This design comes from an exercise in tuning for small area on the open sky130 flow, not from production work. At most, simulation tests tie the RTL to the original design; equivalence was not proved.

## math_sqrtf32
module math_sqrtf32
(
	input logic 		clk,
	input logic 		rst_n,
	input logic 		sqrt_op_en,
	input logic [31:0] 	sqrt_rb,
	output logic 		sqrt_ra_en,
	output logic [31:0] sqrt_ra,
	output logic 		sqrt_lvf_flag
);
clock: 16.0 ns
lec_check: 0
abc_area: 1
cap_margin: 20
core_margin: 2
core_utilization: 40
cts_buf_list: sky130_fd_sc_hd__clkbuf_8
place_density: 0.95
slew_margin: 20
synth_memory_max_bits: 65536
standard.sh (not shown) runs the stock make flow with config.mk's settings and CLKGATE_MAP_FILE= SYNTH_SCRIPT=/design/flow/synth_recipe.tcl, a recipe that flattens the netlist after the stock synthesis.
==> flow/flow/run.sh <==
#!/bin/bash
# Own flow: the standard synthesis; then flow/gen4.py writes the same logic as a
# gate netlist (full adders and and-or carry chains mapped by hand) that keeps the
# standard synthesis's registers, names and cell types; then the standard layout.
# If the register sets do not match, the standard netlist is laid out instead.
set -uo pipefail
R=orfs/results/${FLOW_PLATFORM:-sky130hd}/math_sqrtf32/base
bash standard.sh synth > run_synth.log 2>&1 || exit 1
cp $R/1_2_yosys.v std_netlist.v
if python3 flow/gen4.py net flow/params.txt std_netlist.v gate_netlist.v > run_gen.log 2>&1; then
  cp gate_netlist.v $R/1_2_yosys.v
  rm -f $R/1_synth.odb $R/1_synth.sdc
  bash standard.sh synth > run_synth2.log 2>&1 || exit 1
fi
BUFFER_PORTS_ARGS="-buffer_cell sky130_fd_sc_hd__buf_1" bash standard.sh > run_layout.log 2>&1
Other scripts of this flow, unchanged in this note and not shown: flow/flow/gen4.py, flow/flow/params.txt
The starting point went through all stages and came out clean.
Then changed:
- GPL_ROUTABILITY_DRIVEN: not set -> 0
- PLACE_DENSITY: 0.95 -> 0.85
What happened: Worst setup slack improved by 0.075 ns. Clock skew rose by 0.0038 ns. Cell count is about the same. Synthesized cell count does not change.

Starting RTL as in the previous note.
Design math_sqrtf32, start of the top module:
module math_sqrtf32
(
	input logic 		clk,
	input logic 		rst_n,
	input logic 		sqrt_op_en,
	input logic [31:0] 	sqrt_rb,
	output logic 		sqrt_ra_en,
	output logic [31:0] sqrt_ra,
	output logic 		sqrt_lvf_flag
);
clock: 16.0 ns
lec_check: 0
abc_area: 1
cap_margin: 20
core_margin: 2
core_utilization: 40
cts_buf_list: sky130_fd_sc_hd__clkbuf_16
cts_cluster_diameter: 150
cts_cluster_size: 50
slew_margin: 20
synth_memory_max_bits: 65536
Scripts as last shown in full above: flow/flow/run.sh
Other scripts of this flow, unchanged in this note and not shown: flow/flow/gen4.py, flow/flow/params.txt
Then changed:
- CORE_UTILIZATION: 40 -> 60
- CTS_BUF_LIST: sky130_fd_sc_hd__clkbuf_16 -> sky130_fd_sc_hd__clkbuf_8
- CTS_CLUSTER_DIAMETER: 150 -> unset
- CTS_CLUSTER_SIZE: 50 -> unset
What happened: Sequential cell count does not change. Global-route usage went up by 7.2 points. Maximum frequency is about the same. Setup slack is worse by 10 ps. Sequential share of layout area went up by 0.47 points.

Setup of oak:
Another version of the RTL of math_sqrtf32 (not shown whole).
Size in the first run: roughly 15000 µm² of cells after synthesis.
clock: 16.0 ns
lec_check: 0
abc_area: 1
cap_margin: 20
core_margin: 2
core_utilization: 40
cts_buf_list: sky130_fd_sc_hd__clkbuf_4 sky130_fd_sc_hd__clkbuf_8
slew_margin: 20
synth_memory_max_bits: 65536
Scripts as last shown in full above: flow/flow/run.sh
Other scripts of this flow, unchanged in this note and not shown: flow/flow/gen4.py, flow/flow/params.txt
oak did not stop at any stage, and its layout met the timing, DRC and antenna checks.
Changes in pine relative to oak:
# oak
export LEC_CHECK = 0
export ABC_AREA = 1
export CAP_MARGIN = 20
export CORE_MARGIN = 2
export CORE_UTILIZATION = 40
export CTS_BUF_LIST = sky130_fd_sc_hd__clkbuf_4 sky130_fd_sc_hd__clkbuf_8
export SLEW_MARGIN = 20
export SYNTH_MEMORY_MAX_BITS = 65536
create_clock -name core_clock -period 16.0 [get_ports {clk}]
# pine
export LEC_CHECK = 0
export ABC_AREA = 1
export CAP_MARGIN = 20
export CORE_MARGIN = 2
export CORE_UTILIZATION = 40
export CTS_BUF_LIST = sky130_fd_sc_hd__clkbuf_8
export SLEW_MARGIN = 20
export SYNTH_MEMORY_MAX_BITS = 65536
create_clock -name core_clock -period 16.0 [get_ports {clk}]
### Flow results
- Smallest setup slack after layout: oak vs pine identical
- No stage failed in pine, and the final checks on the layout all came back clean.
- As far as met3 track demand over resource in global routing goes, oak and pine are indistinguishable; the numbers are identical.
- Changes observed in pine relative to oak: number of endpoints failing setup at the final stage neither gained nor lost much, area of the core region essentially unchanged, final area was more or less identical.
- Synthesized area came out exactly the same in pine and oak.
- Comparing pine against oak, there is no change at all in clock-buffer cell count.
- Re number of flip-flops and latches: no difference whatsoever between oak and pine.
- Post-place setup slack: oak vs pine identical
- From pine to oak, maximum clock insertion buffer count did not move at all.
Function was not checked in any run of this note: the RTL went through the layout flow alone.

RTL: one of the versions met above, not the one the previous note started from.
For scale: roughly 1,800 cells after synthesis, ~15,000 sq um of cells after synthesis.
export LEC_CHECK = 0
export ABC_AREA = 1
export CAP_MARGIN = 20
export CORE_MARGIN = 2
export CORE_UTILIZATION = 40
export CTS_BUF_LIST = sky130_fd_sc_hd__clkbuf_8
export CTS_CLUSTER_DIAMETER = 120
export CTS_CLUSTER_SIZE = 40
export SLEW_MARGIN = 20
export SYNTH_MEMORY_MAX_BITS = 65536
create_clock -name core_clock -period 16.0 [get_ports {clk}]
Scripts as last shown in full above: flow/flow/run.sh
Other scripts of this flow, unchanged in this note and not shown: flow/flow/gen4.py, flow/flow/params.txt
The first run completed with no timing, DRC or antenna violations.
Rerun with:
Settings changed: CTS_CLUSTER_DIAMETER 120 to default, CTS_CLUSTER_SIZE 40 to default, PLACE_DENSITY from default to 0.9.
What happened: Hold slack stays flat. Utilization shrinks by 0.25 points. Setup slack gets worse by 0.13 ns. Via count increases by 4.0%. Maximum frequency shrinks by about 0.9%. First-iteration DRC count grows by 110%. Die area is unchanged.
Rerun with:
Settings changed: PLACE_DENSITY 0.9 to 0.8.
Design area barely changes.
Worst setup slack got worse by 0.0097 ns.
Sequential share of layout area stays flat.
Rerun with:
Settings changed: PLACE_DENSITY 0.8 to 0.85.
Fmax stays flat.
Wire length grows by about 2.7%.
Area after synthesis stays the same.
Clock skew fell by 0.011 ns.
Register-to-register slack improves by 0.04 ns.
Hold slack barely changes.
Cell area barely changes.
Flip-flop and latch count stays the same.
Rerun with:
Settings changed: PLACE_DENSITY 0.85 to default.
Effect: Count of clock-buffer cells in the layout drops by 1. Clock skew hardly moves. Setup slack improves by 0.11 ns. Synthesized cell count is unchanged. Utilization climbs by 0.32 points. Area after synthesis is unchanged. Fmax climbs by 0.70%.

== before ==
math_sqrtf32, a different RTL version from the one above (not shown whole).
Size: about 2200 cells after synthesis, ~69 I/O pins.
==> flow/config.mk <==
export PLATFORM = sky130hd
export DESIGN_NAME = math_sqrtf32
export DESIGN_NICKNAME = math_sqrtf32
export VERILOG_FILES = /design/flow/design.v
export SDC_FILE = /design/flow/constraint.sdc
export NUM_CORES = 4
export LEC_CHECK = 0
export ABC_AREA = 1
export CAP_MARGIN = 20
export CORE_MARGIN = 2
export CORE_UTILIZATION = 40
export SLEW_MARGIN = 20
export SYNTH_MEMORY_MAX_BITS = 65536
==> flow/constraint.sdc <==
create_clock -name core_clock -period 16.0 [get_ports {clk}]
set_input_delay 3.2000 -clock core_clock [delete_from_list [all_inputs] [get_ports {clk}]]
set_output_delay 3.2000 -clock core_clock [all_outputs]
set_load 0.01 [all_outputs]
run.sh (not shown) runs the stock make flow with config.mk's settings and CLKGATE_MAP_FILE= SYNTH_SCRIPT=/design/flow/synth_recipe.tcl, a recipe that flattens the netlist after the stock synthesis.
Stock flow here: none of the scripts above is used.
The inputs of after differ from those of before as listed below.
diff --git a/flow/config.mk b/flow/config.mk
--- a/flow/config.mk
+++ b/flow/config.mk
@@ -10,4 +10,6 @@
 export CORE_MARGIN = 2
 export CORE_UTILIZATION = 40
+export CTS_BUF_LIST = sky130_fd_sc_hd__clkbuf_8
+export CTS_CLUSTER_SIZE = 20
 export SLEW_MARGIN = 20
 export SYNTH_MEMORY_MAX_BITS = 65536
Notes after the runs:
- The final layout from after, which completed every stage, passed the timing, DRC and antenna checks at the end of the flow.
- Looking at after and before, the total global routing track utilization is a wash.
- Comparing after and before, total routed wirelength is higher on before.
- after vs before: design area down
- before → after: count of pins on the block boundary flat; global-route track usage on met2 flat.
- before → after: synthesis-to-finish area growth lower, data arrival time of the worst path now sits higher.

== the previous run ==
math_sqrtf32, a different RTL version from the one above (not shown whole).
Size: about 14000 um^2 of cells after synthesis.
Settings: LEC_CHECK=0, ABC_AREA=1, CAP_MARGIN=20, CORE_MARGIN=2, CORE_UTILIZATION=40, CTS_BUF_LIST=sky130_fd_sc_hd__clkbuf_8, SLEW_MARGIN=20, SYNTH_MEMORY_MAX_BITS=65536; clock period 16.0 ns.
standard.sh (not shown) runs the stock make flow with config.mk's settings and CLKGATE_MAP_FILE= SYNTH_SCRIPT=/design/flow/synth_recipe.tcl, a recipe that flattens the netlist after the stock synthesis.
Scripts as last shown in full above: flow/flow/run.sh
Other scripts of this flow, unchanged in this note and not shown: flow/flow/gen4.py, flow/flow/params.txt
The previous run finished every stage and its layout cleared the timing, DRC and antenna checks.
> inputs changed (the previous run -> the current run)
Settings: GPL_TIMING_DRIVEN: unset -> 0.
Findings:
Each of the runs, namely the current run and the previous run, reached the end of the flow and came out clean. Comparing the current run and the previous run, the lower final clock period utilization by the worst path was measured on the current run. Per the comparison of the current run with the previous run, number of buffer and inverter instances along the worst setup path dropped 1. Sequential share of layout area across the current run and the previous run: no real change. Between the previous run and the current run, the flow reports count of non-CTS buffers in the layout decreasing by more than a quarter. The data required time of the critical path of the current run and that of the previous run are within noise of each other.
No run of this note included a check of the RTL's function; only the layout flow was run.

-- separate check: timing with driven ports --
No port has a modelled driver above. Below, the same layouts with a new extraction and two added sets of constraints. Step 1, drivers: a clkbuf_16 drives clk and a buf_2 each remaining input, both assumed. Step 2 moves the port delays by t, midway between the first and last clock arrival at a register: inputs arrive t later, outputs are due t later. That takes back most of the time a late clock gives input paths. a / b / c = ideal ports / drivers / drivers and shift; a / b = the first two.
run	t, ns	setup slack, ns	worst hold slack (ns)	worst setup path at the end	worst data-port slew with drivers (ns)
the first run of note 1	0.512	0.413 / 0.413 / 0.405	0.326 / 0.326 / 0.326	input to register	0.03
the second run of note 1	0.518	0.489 / 0.489 / 0.489	0.334 / 0.334 / 0.334	register to register	0.04
the first run of note 2	0.489	0.576 / 0.576 / 0.576	0.327 / 0.327 / 0.327	register to register	0.04
the second run of note 2	0.506	0.566 / 0.566 / 0.564	0.334 / 0.334 / 0.334	input to register	0.05
oak	0.526	1.327 / 1.334 / 0.808	0.331 / 0.331 / 0.331	input to register	0.04
pine	0.526	1.327 / 1.334 / 0.808	0.331 / 0.331 / 0.331	input to register	0.04
the first run of note 4	0.531	0.596 / 0.596 / 0.596	0.330 / 0.330 / 0.330	register to register	0.04
the second run of note 4	0.518	0.462 / 0.462 / 0.462	0.332 / 0.332 / 0.332	register to register	0.03
the third run of note 4	0.520	0.452 / 0.452 / 0.452	0.334 / 0.334 / 0.334	register to register	0.03
the fourth run of note 4	0.518	0.489 / 0.489 / 0.489	0.334 / 0.334 / 0.334	register to register	0.04
the fifth run of note 4	0.531	0.596 / 0.596 / 0.596	0.330 / 0.330 / 0.330	register to register	0.04
before	0.481	0.732 / 0.732 / 0.446	0.319 / 0.319 / 0.319	input to register	0.06
after	0.508	0.753 / 0.753 / 0.356	0.319 / 0.319 / 0.319	input to register	0.06
the previous run	0.527	0.451 / 0.451 / 0.451	0.325 / 0.325 / 0.325	register to register	0.03
the current run	0.524	0.564 / 0.564 / 0.365	0.334 / 0.334 / 0.334	input to register	0.03
After both steps setup and hold are still met in every run listed.
